From an optimization exercise on the open Yosys and OpenROAD flow, aimed at small area, a short achievable clock period and few clock cycles; shortcuts taken in it are not production practice.
The RTL was checked by simulation tests, not by an equivalence proof against the original design.
Power is estimated from default activity; no workload was simulated.

### design.v
`timescale 1ns / 1 ps
module Registers(
input clk, wr,
input [3:0] rno0, rno1, rno2,
input [31:0] din,
output [31:0] dout0, dout1, dout2);
reg [31:0] R [0:15];
assign dout0 = R[rno0];
assign dout1 = R[rno1];
assign dout2 = R[rno2];
always @ (posedge clk) begin
  if (wr) R[rno0] <= din;
end
endmodule
`timescale 1ns / 1 ps
module Multiplier(    
input clk, run, u,
output stall,
input [31:0] x, y,
output [63:0] z);
reg [5:0] S;
reg [63:0] P;
wire [31:0] w0;
wire [32:0] w1;
assign stall = (run & (S != 33));
assign z = P;
assign w0 = (P[0] ? y : 0);
assign w1 = (((S == 32) & u) ? ({P[63], P[63:32]} - {w0[31], w0}) : ({P[63], P[63:32]} + {w0[31], w0}));
always @ (posedge clk) begin S <= (run ? (S + 1) : 0);
P <= ((S == 0) ? {32'h0, x} : {w1[32:0], P[31:1]});
end
endmodule
`timescale 1ns / 1 ps
module Divider(    
input clk, run, u,
output stall,
input [31:0] x, y,
output [31:0] quot, rem);
reg [5:0] S;
reg [63:0] RQ;
wire sign;
wire [31:0] x0, w0, w1;
assign stall = (run & (S != 33));
assign quot = (~sign ? RQ[31:0] : ((RQ[63:32] == 0) ? ( - RQ[31:0]) : (( - RQ[31:0]) - 1)));
assign rem = (~sign ? RQ[63:32] : ((RQ[63:32] == 0) ? 0 : (y - RQ[63:32])));
assign sign = (x[31] & u);
assign x0 = (sign ? ( - x) : x);
assign w0 = RQ[62:31];
assign w1 = (w0 - y);
always @ (posedge clk) begin S <= (run ? (S + 1) : 0);
RQ <= ((S == 0) ? {32'h0, x0} : {(w1[31] ? w0 : w1), RQ[30:0], ~w1[31]});
end
endmodule
`timescale 1ns / 1 ps
module LeftShifter(    
input [31:0] x,
input [4:0] sc,
output [31:0] y);
wire [1:0] sc0, sc1;
wire [31:0] t1, t2;
assign y = (sc[4] ? {t2[15:0], 16'h0} : t2);
assign sc0 = sc[1:0];
assign sc1 = sc[3:2];
assign t1 = ((sc0 == 3) ? {x[28:0], 3'h0} : ((sc0 == 2) ? {x[29:0], 2'h0} : ((sc0 == 1) ? {x[30:0], 1'h0} : x)));
assign t2 = ((sc1 == 3) ? {t1[19:0], 12'h0} : ((sc1 == 2) ? {t1[23:0], 8'h0} : ((sc1 == 1) ? {t1[27:0], 4'h0} : t1)));
endmodule
`timescale 1ns / 1 ps
module RightShifter(    
input [31:0] x,
input [4:0] sc,
input md,
output [31:0] y);
wire [1:0] sc0, sc1;
wire [31:0] s1, s2;
assign y = (sc[4] ? {(md ? s2[15:0] : {16{s2[31]}}), s2[31:16]} : s2);
assign sc0 = sc[1:0];
assign sc1 = sc[3:2];
assign s1 = ((sc0 == 3) ? {(md ? x[2:0] : {3{x[31]}}), x[31:3]} : ((sc0 == 2) ? {(md ? x[1:0] : {2{x[31]}}), x[31:2]} : ((sc0 == 1) ? {(md ? x[0] : x[31]), x[31:1]} : x)));
assign s2 = ((sc1 == 3) ? {(md ? s1[11:0] : {12{x[31]}}), s1[31:12]} : ((sc1 == 2) ? {(md ? s1[7:0] : {8{x[31]}}), s1[31:8]} : ((sc1 == 1) ? {(md ? s1[3:0] : {4{x[31]}}), s1[31:4]} : s1)));
endmodule
`timescale 1ns / 1 ps
module FPAdder(    
input clk, run, u, v,
input [31:0] x, y,
output stall,
output [31:0] z);
reg [1:0] State;
reg [24:0] x3, y3, t3;
reg [26:0] Sum;
wire xs, ys, xn, yn;
wire [8:0] xe, ye;
wire [24:0] xm, ym;
wire [8:0] dx, dy, e0, e1;
wire [8:0] sx, sy;
wire [1:0] sx0, sx1, sy0, sy1;
wire sxh, syh;
wire [24:0] x0, x1, x2, y0, y1, y2;
wire [26:0] s;
wire z24, z22, z20, z18, z16, z14, z12, z10, z8, z6, z4, z2;
wire [4:0] sc;
wire [1:0] sc0, sc1;
wire [24:0] t1, t2;
assign stall = (run & (State != 3));
assign z = (v ? {{7{Sum[26]}}, Sum[25:1]} : (xn ? ((u | yn) ? 0 : y) : (yn ? x : (((t3 == 0) | e1[8]) ? 0 : {Sum[26], e1[7:0], t3[23:1]}))));
assign xs = x[31];
assign ys = y[31];
assign xn = (x[30:0] == 0);
assign yn = (y[30:0] == 0);
assign xe = (u ? 9'h96 : {1'h0, x[30:23]});
assign ye = {1'h0, y[30:23]};
assign xm = {(~u | x[23]), x[22:0], 1'h0};
assign ym = {(~u & ~v), y[22:0], 1'h0};
assign dx = (xe - ye);
assign dy = (ye - xe);
assign e0 = (dx[8] ? ye : xe);
assign e1 = ((e0 - {4'h0, sc}) + 1);
assign sx = (dy[8] ? 0 : dy);
assign sy = (dx[8] ? 0 : dx);
assign sx0 = sx[1:0];
assign sx1 = sx[3:2];
assign sy0 = sy[1:0];
assign sy1 = sy[3:2];
assign sxh = ((sx[7] | sx[6]) | sx[5]);
assign syh = ((sy[7] | sy[6]) | sy[5]);
assign x0 = ((xs & ~u) ? ( - xm) : xm);
assign x1 = ((sx0 == 3) ? {{3{xs}}, x0[24:3]} : ((sx0 == 2) ? {{2{xs}}, x0[24:2]} : ((sx0 == 1) ? {xs, x0[24:1]} : x0)));
assign x2 = ((sx1 == 3) ? {{12{xs}}, x1[24:12]} : ((sx1 == 2) ? {{8{xs}}, x1[24:8]} : ((sx1 == 1) ? {{4{xs}}, x1[24:4]} : x1)));
assign y0 = ((ys & ~u) ? ( - ym) : ym);
assign y1 = ((sy0 == 3) ? {{3{ys}}, y0[24:3]} : ((sy0 == 2) ? {{2{ys}}, y0[24:2]} : ((sy0 == 1) ? {ys, y0[24:1]} : y0)));
assign y2 = ((sy1 == 3) ? {{12{ys}}, y1[24:12]} : ((sy1 == 2) ? {{8{ys}}, y1[24:8]} : ((sy1 == 1) ? {{4{ys}}, y1[24:4]} : y1)));
assign s = ((Sum[26] ? ( - Sum) : Sum) + 1);
assign z24 = (~s[25] & ~s[24]);
assign z22 = ((z24 & ~s[23]) & ~s[22]);
assign z20 = ((z22 & ~s[21]) & ~s[20]);
assign z18 = ((z20 & ~s[19]) & ~s[18]);
assign z16 = ((z18 & ~s[17]) & ~s[16]);
assign z14 = ((z16 & ~s[15]) & ~s[14]);
assign z12 = ((z14 & ~s[13]) & ~s[12]);
assign z10 = ((z12 & ~s[11]) & ~s[10]);
assign z8 = ((z10 & ~s[9]) & ~s[8]);
assign z6 = ((z8 & ~s[7]) & ~s[6]);
assign z4 = ((z6 & ~s[5]) & ~s[4]);
assign z2 = ((z4 & ~s[3]) & ~s[2]);
assign sc = {z10, ((z18 & (((((((s[17] | s[16]) | s[15]) | s[14]) | s[13]) | s[12]) | s[11]) | s[10])) | z2), (((z22 & (((s[21] | s[20]) | s[19]) | s[18])) | (z14 & (((s[13] | s[12]) | s[11]) | s[10]))) | (z6 & (((s[5] | s[4]) | s[3]) | s[2]))), ((((((z24 & (s[23] | s[22])) | (z20 & (s[19] | s[18]))) | (z16 & (s[15] | s[14]))) | (z12 & (s[11] | s[10]))) | (z8 & (s[7] | s[6]))) | (z4 & (s[3] | s[2]))), (((((((((((((~s[25] & s[24]) | ((z24 & ~s[23]) & s[22])) | ((z24 & ~s[23]) & s[22])) | ((z22 & ~s[21]) & s[20])) | ((z20 & ~s[19]) & s[18])) | ((z18 & ~s[17]) & s[16])) | ((z16 & ~s[15]) & s[14])) | ((z14 & ~s[13]) & s[12])) | ((z12 & ~s[11]) & s[10])) | ((z10 & ~s[9]) & s[8])) | ((z8 & ~s[7]) & s[6])) | ((z6 & ~s[5]) & s[4])) | ((z4 & ~s[3]) & s[2]))};
assign sc0 = sc[1:0];
assign sc1 = sc[3:2];
assign t1 = ((sc0 == 3) ? {s[22:1], 3'h0} : ((sc0 == 2) ? {s[23:1], 2'h0} : ((sc0 == 1) ? {s[24:1], 1'h0} : s[25:1])));
assign t2 = ((sc1 == 3) ? {t1[12:0], 12'h0} : ((sc1 == 2) ? {t1[16:0], 8'h0} : ((sc1 == 1) ? {t1[20:0], 4'h0} : t1)));
always @ (posedge clk) begin State <= (run ? (State + 1) : 0);
x3 <= (sxh ? {25{xs}} : (sx[4] ? {{16{xs}}, x2[24:16]} : x2));
y3 <= (syh ? {25{ys}} : (sy[4] ? {{16{ys}}, y2[24:16]} : y2));
t3 <= (sc[4] ? {t2[8:0], 16'h0} : t2);
Sum <= ({xs, xs, x3} + {ys, ys, y3});
end
endmodule
`timescale 1ns / 1 ps
module FPMultiplier(    
input clk, run,
input [31:0] x, y,
output stall,
output [31:0] z);
reg [4:0] S;
reg [47:0] P;
wire sign;
wire [7:0] xe, ye;
wire [8:0] e0, e1;
wire [23:0] w0;
wire [24:0] w1, z0;
assign stall = (run & (S != 25));
assign z = (((xe == 0) | (ye == 0)) ? 0 : (~e1[8] ? {sign, e1[7:0], z0[23:1]} : (~e1[7] ? {sign, 8'hFF, z0[23:1]} : 0)));
assign sign = (x[31] ^ y[31]);
assign xe = x[30:23];
assign ye = y[30:23];
assign e0 = ({1'h0, xe} + {1'h0, ye});
assign e1 = ((e0 - 127) + {8'h0, P[47]});
assign w0 = (P[0] ? {1'h1, y[22:0]} : 0);
assign w1 = ({1'h0, P[47:24]} + {1'h0, w0});
assign z0 = (P[47] ? (P[47:23] + 1) : (P[46:22] + 1));
always @ (posedge clk) begin S <= (run ? (S + 1) : 0);
P <= ((S == 0) ? {24'h0, 1'h1, x[22:0]} : {w1, P[23:1]});
end
endmodule
`timescale 1ns / 1 ps
module FPDivider(    
input clk, run,
input [31:0] x, y,
output stall,
output [31:0] z);
reg [4:0] S;
reg [23:0] R;
reg [25:0] Q;
wire sign;
wire [7:0] xe, ye;
wire [8:0] e0, e1;
wire [24:0] r0, r1, d;
wire [25:0] q0;
wire [24:0] z0, z1;
assign stall = (run & (S != 26));
assign z = ((xe == 0) ? 0 : ((ye == 0) ? {sign, 8'hFF, 23'h0} : (~e1[8] ? {sign, e1[7:0], z1[23:1]} : (~e1[7] ? {sign, 8'hFF, z0[23:1]} : 0))));
assign sign = (x[31] ^ y[31]);
assign xe = x[30:23];
assign ye = y[30:23];
assign e0 = ({1'h0, xe} - {1'h0, ye});
assign e1 = ((e0 + 126) + {8'h0, Q[25]});
assign r0 = ((S == 0) ? {2'h1, x[22:0]} : {R, 1'h0});
assign r1 = (d[24] ? r0 : d);
assign d = (r0 - {2'h1, y[22:0]});
assign q0 = ((S == 0) ? 0 : Q);
assign z0 = (Q[25] ? Q[25:1] : Q[24:0]);
assign z1 = (z0 + 1);
always @ (posedge clk) begin S <= (run ? (S + 1) : 0);
R <= r1[23:0];
Q <= {q0[24:0], ~d[24]};
end
endmodule
`timescale 1ns / 1 ps
module RISC5(    
input clk, rst, irq, stallX,
input [31:0] inbus, codebus,
output [23:0] adr,
output rd, wr, ben,
output [31:0] outbus);
reg [21:0] PC;
reg [31:0] IR;
reg N, Z, C, OV, stallL1;
reg [31:0] H;
reg irq1, intEnb, intPnd, intMd;
reg [25:0] SPC;
wire [21:0] pcmux, pcmux0, nxpc;
wire cond, S, sa, sb, sc, p, q, u, v;
wire [3:0] op, ira, ira0, irb, irc;
wire [2:0] cc;
wire [15:0] imm;
wire [19:0] off;
wire [21:0] disp;
wire regwr, stall, stallL0, stallM, stallD, stallFA, stallFM, stallFD, intAck, nn, zz, cx, vv;
wire [31:0] A, B, C0, C1, aluRes, regmux, inbus1, lshout, rshout, quotient, remainder;
wire [63:0] product;
wire [31:0] fsum, fprod, fquot;
wire Add, Sub, Mul, Div, Fadd, Fsub, Fmul, Fdiv, Ldr, Str, Br, RTI;
assign adr = (stallL0 ? (B[23:0] + {{4{off[19]}}, off}) : {pcmux, 2'h0});
assign rd = ((Ldr & ~stallX) & ~stallL1);
assign wr = ((Str & ~stallX) & ~stallL1);
assign ben = ((((p & ~q) & v) & ~stallX) & ~stallL1);
assign outbus = (~ben ? A : (adr[1] ? (adr[0] ? {A[7:0], 24'h0} : {8'h0, A[7:0], 16'h0}) : (adr[0] ? {16'h0, A[7:0], 8'h0} : {24'h0, A[7:0]})));
Registers regs(.clk(clk), .wr(regwr), .rno0(ira0), .rno1(irb), .rno2(irc), .din(regmux), .dout0(A), .dout1(B), .dout2(C0));
Multiplier mulUnit(.clk(clk), .run(Mul), .u(~u), .stall(stallM), .x(B), .y(C1), .z(product));
Divider divUnit(.clk(clk), .run(Div), .u(~u), .stall(stallD), .x(B), .y(C1), .quot(quotient), .rem(remainder));
LeftShifter LshUnit(.x(B), .sc(C1[4:0]), .y(lshout));
RightShifter RshUnit(.x(B), .sc(C1[4:0]), .md(IR[16]), .y(rshout));
FPAdder faddUnit(.clk(clk), .run((Fadd | Fsub)), .u(u), .v(v), .stall(stallFA), .x(B), .y({(Fsub ^ C0[31]), C0[30:0]}), .z(fsum));
FPMultiplier fmulUnit(.clk(clk), .run(Fmul), .stall(stallFM), .x(B), .y(C0), .z(fprod));
FPDivider fdivUnit(.clk(clk), .run(Fdiv), .stall(stallFD), .x(B), .y(C0), .z(fquot));
assign pcmux = (~rst ? 22'h3FF800 : (intAck ? 1 : pcmux0));
assign pcmux0 = (stall ? PC : (RTI ? SPC[21:0] : ((Br & cond) ? (u ? (disp + nxpc) : C0[23:2]) : nxpc)));
assign nxpc = (PC + 1);
assign cond = (IR[27] ^ (((((((((cc == 0) & N) | ((cc == 1) & Z)) | ((cc == 2) & C)) | ((cc == 3) & OV)) | ((cc == 4) & (C | Z))) | ((cc == 5) & S)) | ((cc == 6) & (S | Z))) | (cc == 7)));
assign S = (N ^ OV);
assign sa = aluRes[31];
assign sb = B[31];
assign sc = C1[31];
assign p = IR[31];
assign q = IR[30];
assign u = IR[29];
assign v = IR[28];
assign op = IR[19:16];
assign ira = IR[27:24];
assign ira0 = (Br ? 4'hF : ira);
assign irb = IR[23:20];
assign irc = IR[3:0];
assign cc = IR[26:24];
assign imm = IR[15:0];
assign off = IR[19:0];
assign disp = IR[21:0];
assign regwr = (((~p & ~stall) | ((Ldr & ~stallX) & ~stallL1)) | (((Br & cond) & v) & ~stallX));
assign stall = ((((((stallL0 | stallM) | stallD) | stallFA) | stallFM) | stallFD) | stallX);
assign stallL0 = ((Ldr | Str) & ~stallL1);
assign intAck = (((intPnd & intEnb) & ~intMd) & ~stall);
assign nn = (RTI ? SPC[25] : (regwr ? regmux[31] : N));
assign zz = (RTI ? SPC[24] : (regwr ? (regmux == 0) : Z));
assign cx = (RTI ? SPC[23] : (Add ? (((sb & sc) | ((~sa & ~sb) & sc)) | (((~sa & sb) & ~sc) & sa)) : (Sub ? (((~sb & sc) | ((sa & ~sb) & ~sc)) | ((sa & sb) & sc)) : C)));
assign vv = (RTI ? SPC[22] : (Add ? (((sa & ~sb) & ~sc) | ((~sa & sb) & sc)) : (Sub ? (((sa & ~sb) & sc) | ((~sa & sb) & ~sc)) : OV)));
assign C1 = (q ? {{16{v}}, imm} : C0);
assign aluRes = (~op[3] ? (~op[2] ? (~op[1] ? (~op[0] ? (q ? (~u ? {{16{v}}, imm} : {imm, 16'h0}) : (~u ? C0 : (~v ? H : {N, Z, C, OV, 20'h0, 8'h5B}))) : lshout) : rshout) : (~op[1] ? (~op[0] ? (B & C1) : (B & ~C1)) : (~op[0] ? (B | C1) : (B ^ C1)))) : (~op[2] ? (~op[1] ? (~op[0] ? ((B + C1) + {31'h0, (u & C)}) : ((B - C1) - {31'h0, (u & C)})) : (~op[0] ? product[31:0] : quotient)) : (~op[1] ? fsum : (~op[0] ? fprod : fquot))));
assign regmux = (Ldr ? inbus1 : ((Br & v) ? {8'h0, nxpc, 2'h0} : aluRes));
assign inbus1 = (~ben ? inbus : {24'h0, (adr[1] ? (adr[0] ? inbus[31:24] : inbus[23:16]) : (adr[0] ? inbus[15:8] : inbus[7:0]))});
assign Add = (~p & (op == 8));
assign Sub = (~p & (op == 9));
assign Mul = (~p & (op == 10));
assign Div = (~p & (op == 11));
assign Fadd = (~p & (op == 12));
assign Fsub = (~p & (op == 13));
assign Fmul = (~p & (op == 14));
assign Fdiv = (~p & (op == 15));
assign Ldr = ((p & ~q) & ~u);
assign Str = ((p & ~q) & u);
assign Br = (p & q);
assign RTI = (((Br & ~u) & ~v) & IR[4]);
always @ (posedge clk) begin PC <= pcmux;
IR <= (stall ? IR : codebus);
N <= nn;
Z <= zz;
C <= (stallX ? C : cx);
OV <= (stallX ? OV : vv);
stallL1 <= (stallX ? stallL1 : stallL0);
H <= (Mul ? product[63:32] : (Div ? remainder : H));
irq1 <= irq;
intEnb <= (~rst ? 0 : ((((Br & ~u) & ~v) & IR[5]) ? IR[0] : intEnb));
intPnd <= ((rst & ~intAck) & ((~irq1 & irq) | intPnd));
intMd <= ((rst & ~RTI) & (intAck | intMd));
SPC <= (intAck ? {nn, zz, cx, vv, pcmux0} : SPC);
end
endmodule
### run.sh
#!/bin/bash
# synth_recipe.tcl (not shown) runs the flow's synth.tcl, then flattens the netlist and writes it again
# the make line also repeats each setting of config.mk as NAME=value (left out here)
make -C /OpenROAD-flow-scripts/flow DESIGN_CONFIG=/design/flow/config.mk WORK_HOME=/design/flow/orfs CLKGATE_MAP_FILE= SYNTH_SCRIPT=/design/flow/synth_recipe.tcl finish
### config.mk
export PLATFORM = sky130hd
export DESIGN_NAME = RISC5
export DESIGN_NICKNAME = RISC5
export VERILOG_FILES = /design/flow/design.v
export SDC_FILE = /design/flow/constraint.sdc
export NUM_CORES = 4
export LEC_CHECK = 0
export CAP_MARGIN = 30
export CORE_MARGIN = 2
export CORE_UTILIZATION = 35
export PLACE_DENSITY = 0.55
export SLEW_MARGIN = 30
### constraint.sdc
create_clock -name core_clock -period 13.0 [get_ports {clk}]
set_input_delay 2.6000 -clock core_clock [delete_from_list [all_inputs] [get_ports {clk}]]
set_output_delay 2.6000 -clock core_clock [all_outputs]
set_load 0.01 [all_outputs]
==> impl_metrics.ini <==
[critical_path]
cpMostUsedCell = o21ai_0
critical_path.max_stage_delay_ns = 0.71
worst-setup-path-type = reg2out
crit_path_max_fanout = 48
worstPathRequired_ns = 10.40
worstPathCellList = buf_6, mux4_2, a22oi_1, nand2_1, buf_4, inv_1, fa_1, nor2b_1, o21ai_0, a21boi_0, o21ai_0, a21boi_0, o21ai_0, a21oi_1, o21a_1, o2111a_1, o31a_1, o41ai_1, o21ai_0, nor4_1, nor3_1, xor2_1, mux2_2, clkdlybuf4s50_1
critPathArrivalTime_ns = 8.51
endpoint_kind = output port
critPathSlowestCell = inv_1
cp-start-kind = register

[hold_path]
hold_path_class = reg2reg
hp-start = fmulUnit.P[2]

[power]
clock_power_share_pct = 17.6
p_sw_mw = 10.7
p_per_area_nw_per_um2 = 221
peakVddDrop_mv = 0.229
internal_power_mw = 9.79
p_seq_share_pct = 21.7
comb_power_share_pct = 60.7
power_leakage_nw = 33.7
switching_share_pct = 52.3

[floorplan]
fp.dieH_um = 488
die_x_um = 488
start_util_pct = 35.2
io_pins = 127
fp.coreArea_um2 = 233000
die_area_um2 = 238000
num_rows = 177

[logic_synthesis]
synth-edff-count = 605
synth.largest_area_cell = edfxtp_1
netlist_instances = 9363
synth-simple-area-share_pct = 16.1
syn_area_um2 = 82000
synth_seq_area_share_pct = 31.6
synth.area.mux_share_pct = 13.0
synth_nets = 9863
ys_types = 99
synthAdderAreaFrac_pct = 6.75
yosys_most_used_dff = edfxtp_1
synth-xor-area-share_pct = 5.09
synth_area_per_cell_um2 = 8.76
synth_top_family_by_area = compound AO/OA/AOI/OAI gates
synth-seq-cells = 993
async_reset_ff_share_pct = 0
synth_compound_area_share_pct = 22.9
ys_warn_count = 7
netlist_top_cells_area = edfxtp_1 22%, dfxtp_1 9.5%, mux4_2 8.1%
synth_top_area_share_pct = 22.2

[global_routing]
grt_max_degree = 83
grt_pass1_wl_um = 689000
grt_use_met3_pct = 15.5
track_usage_pct = 42.1
grtUsageMet2_pct = 59.2
overflow = 0
grt_pass1_vias = 79000
top_usage_layer = met2
antenna_found_initial = 92
gr-usage-met1_pct = 52.3

[clocking]
clkTransAtPathRegs_ns = 0.07
cts_root_buffer = clkbuf_16
cts_setup_buffers = 0
cts.path.max_buffers = 3
clk_latency_ns = 0.88
cts_resized = 0
holdBufCountCts = 0
cts.sinks = 993
cts_buffers = 121
ctsHtreeMaxLevel = 3
cts_tree = yes

[sta]
hold_viol = 0
fin_crit_ns = 11.11
final-setup-viol-count = 0
max_freq_ghz = 0.0900
slew_headroom_pct = 15.2
fin_setup_tns_ns = 0
fin_skew_ns = 0.0796
period_share_pct = 85.4
rsz0062_at_grt = false
drv_slew = 0
worst_pin_slew_ns = 1.26

[drt]
num_vias = 87000
firstDrtPassIters = 8
drt-wirelength-per-cell_um = 40.6
drt-initial-drc-count = 13700
viasPerCell = 6.82
drc = 0
routed_wirelength_um = 518000
antenna_left = 0

[place]
postPlaceCellArea_um2 = 88700
dp_hpwl_um = 389000
place.gp.congestion = 1.11
portBuffers = 126

[finish]
finalInstanceArea_um2 = 93000
final_layout_size_suffix_gt1_share_pct = 13.5
area.growth.synth_to_final_pct = 13.5
nets = 9937

[flow_run]
maxCapViolations = 0

[outcome]
status = finished clean
[stage by stage]
step	utilization, %	power [mW]	hold slack (ns)	setup WS (ns)	instances
after global placement	38.0	16.4	0.410	2.80	12400
after detailed placement	38.1	16.3	0.418	2.76	12400
after CTS	39.9	20.0	0.420	1.84	12700
after global routing	39.9	21.1	0.456	1.56	12700
final	40.0	20.5	0.425	1.89	12700
after floorplan	-	11.3	0.401	3.82	9363
[power groups by stage]
stage | Clock, mW | Sequential, mW | Combinational (mW)
6_report | 3.62 | 4.45 | 12.5
5_1_grt | 3.76 | 4.46 | 12.9
4_1_cts | 3.65 | 4.42 | 11.9
3_3_place_gp | 0 | 4.48 | 11.9
3_5_place_dp | 0 | 4.48 | 11.9
2_1_floorplan | 0 | 4.13 | 7.12
[synth_stat cells (226+ instances only)]
cell	n
nor2_1	916
nand2_1	908
o21ai_0	782
a21oi_1	684
edfxtp_1	605
clkbuf_1	440
ha_1	415
dfxtp_1	388
inv_1	340
xnor2_1	334
mux4_2	294
mux2i_1	241
nor3_1	234
nand3_1	226
[state kept, by name (all words and copies together), names as in the netlist, 2 cells and up, named ones only]
signal	count
PC	22
fmulUnit.S	5
mulUnit.P	64
fdivUnit.R	24
SPC	26
fmulUnit.P	48
faddUnit.Sum	27
mulUnit.S	6
fdivUnit.Q	26
fdivUnit.S	5
IR	32
faddUnit.y3	25
divUnit.RQ	64
divUnit.S	6
faddUnit.State	2
regs.R	512
faddUnit.t3	25
H	32
faddUnit.x3	25
[logic make-up after synthesis]
group	Yosys count
AOI/OAI and AO/OA	2926
and+or+nand+nor	2903
DFF	993
buffers and inverters	953
muxes	679
xor gates and xnor gates	477
adders and majority gates	432
[critical path: cells and delay by family (launching register included)]
family	cells	cell delay, ns
AO/OA/AOI/OAI	12	3.35
XOR/XNOR	1	0.15
adder cells (fa/ha/maj)	1	0.38
buffers and inverters	4	1.95
flip-flops	1	0.38
multiplexers	2	0.87
AND/OR/NAND/NOR	4	0.51
[path summary, 6_finish.rpt]
kind / slack (ns) / endpoint / cells past startpoint
min reg2reg: 0.42 / fmulUnit.P[1] / 2
max: 1.89 / adr[22] / 24
min: 0.42 / fmulUnit.P[1] / 2
max reg2reg: 2.35 / SPC[24] / 33
[metal layers]
metal  wire (um)  part of all wire, %
met4       44700                  8.6
met5         783                 0.15
met3       65700                   13
met2      210000                   41
met1      196000                   38
[cell type report]
cell class	count	area (um^2)
diodes	70	175
clock buffers	143	3200
clock inverters	87	937
fillers	23400	140000
inverters	363	1370
multi-input cells	7417	53000
flip-flops and latches	993	26000
well taps	3132	3920
repair buffers	541	4450
[layout by cell type (no fill, tap or decap), drive strengths merged, types with 138 or more instances in the layout]
cell    Yosys  routed
o22ai     138     138
nand3     227     227
buf       150     415
dfxtp     388     388
xnor2     334     334
inv       344     347
nand2     908     908
a211oi    146     146
nor3      235     235
mux2i     241     241
xor2      143     143
mux2      144     144
ha        415     415
nor2      917     917
o211ai    139     139
a21oi     685     685
o21ai     797     797
mux4      294     294
clkbuf    440     143
edfxtp    605     605
Testbench counts, summed over its fixed seeds: cycles 180,239.

[afterwards: timing with drivers on the ports]
Ports are ideal in the flow. The routed layout listed here was re-timed in OpenROAD. Step 1 sets driving cells, clkbuf_16 on the clock port and buf_2 on the other inputs (assumed; they add their load-dependent delay and slew). Step 2, shift: input delay + t, output delay - t, t = (earliest + latest rising clock arrival at the registers) / 2. This alone moves slack from input paths to output paths. Slacks: ideal ports / drivers / drivers and shift; pairs: ideal ports / drivers.
t (ns): 0.943
setup slack, ns: 1.893 / 1.789 / 2.353
slew at the worst register clock pin (ns): 0.10 / 0.10
worst slew at a driven data input, ns: 0.12
After both steps this run still meets setup and hold. For this run, drivers alone change the setup slack by -0.104 ns; drivers and shift together by +0.460 ns.
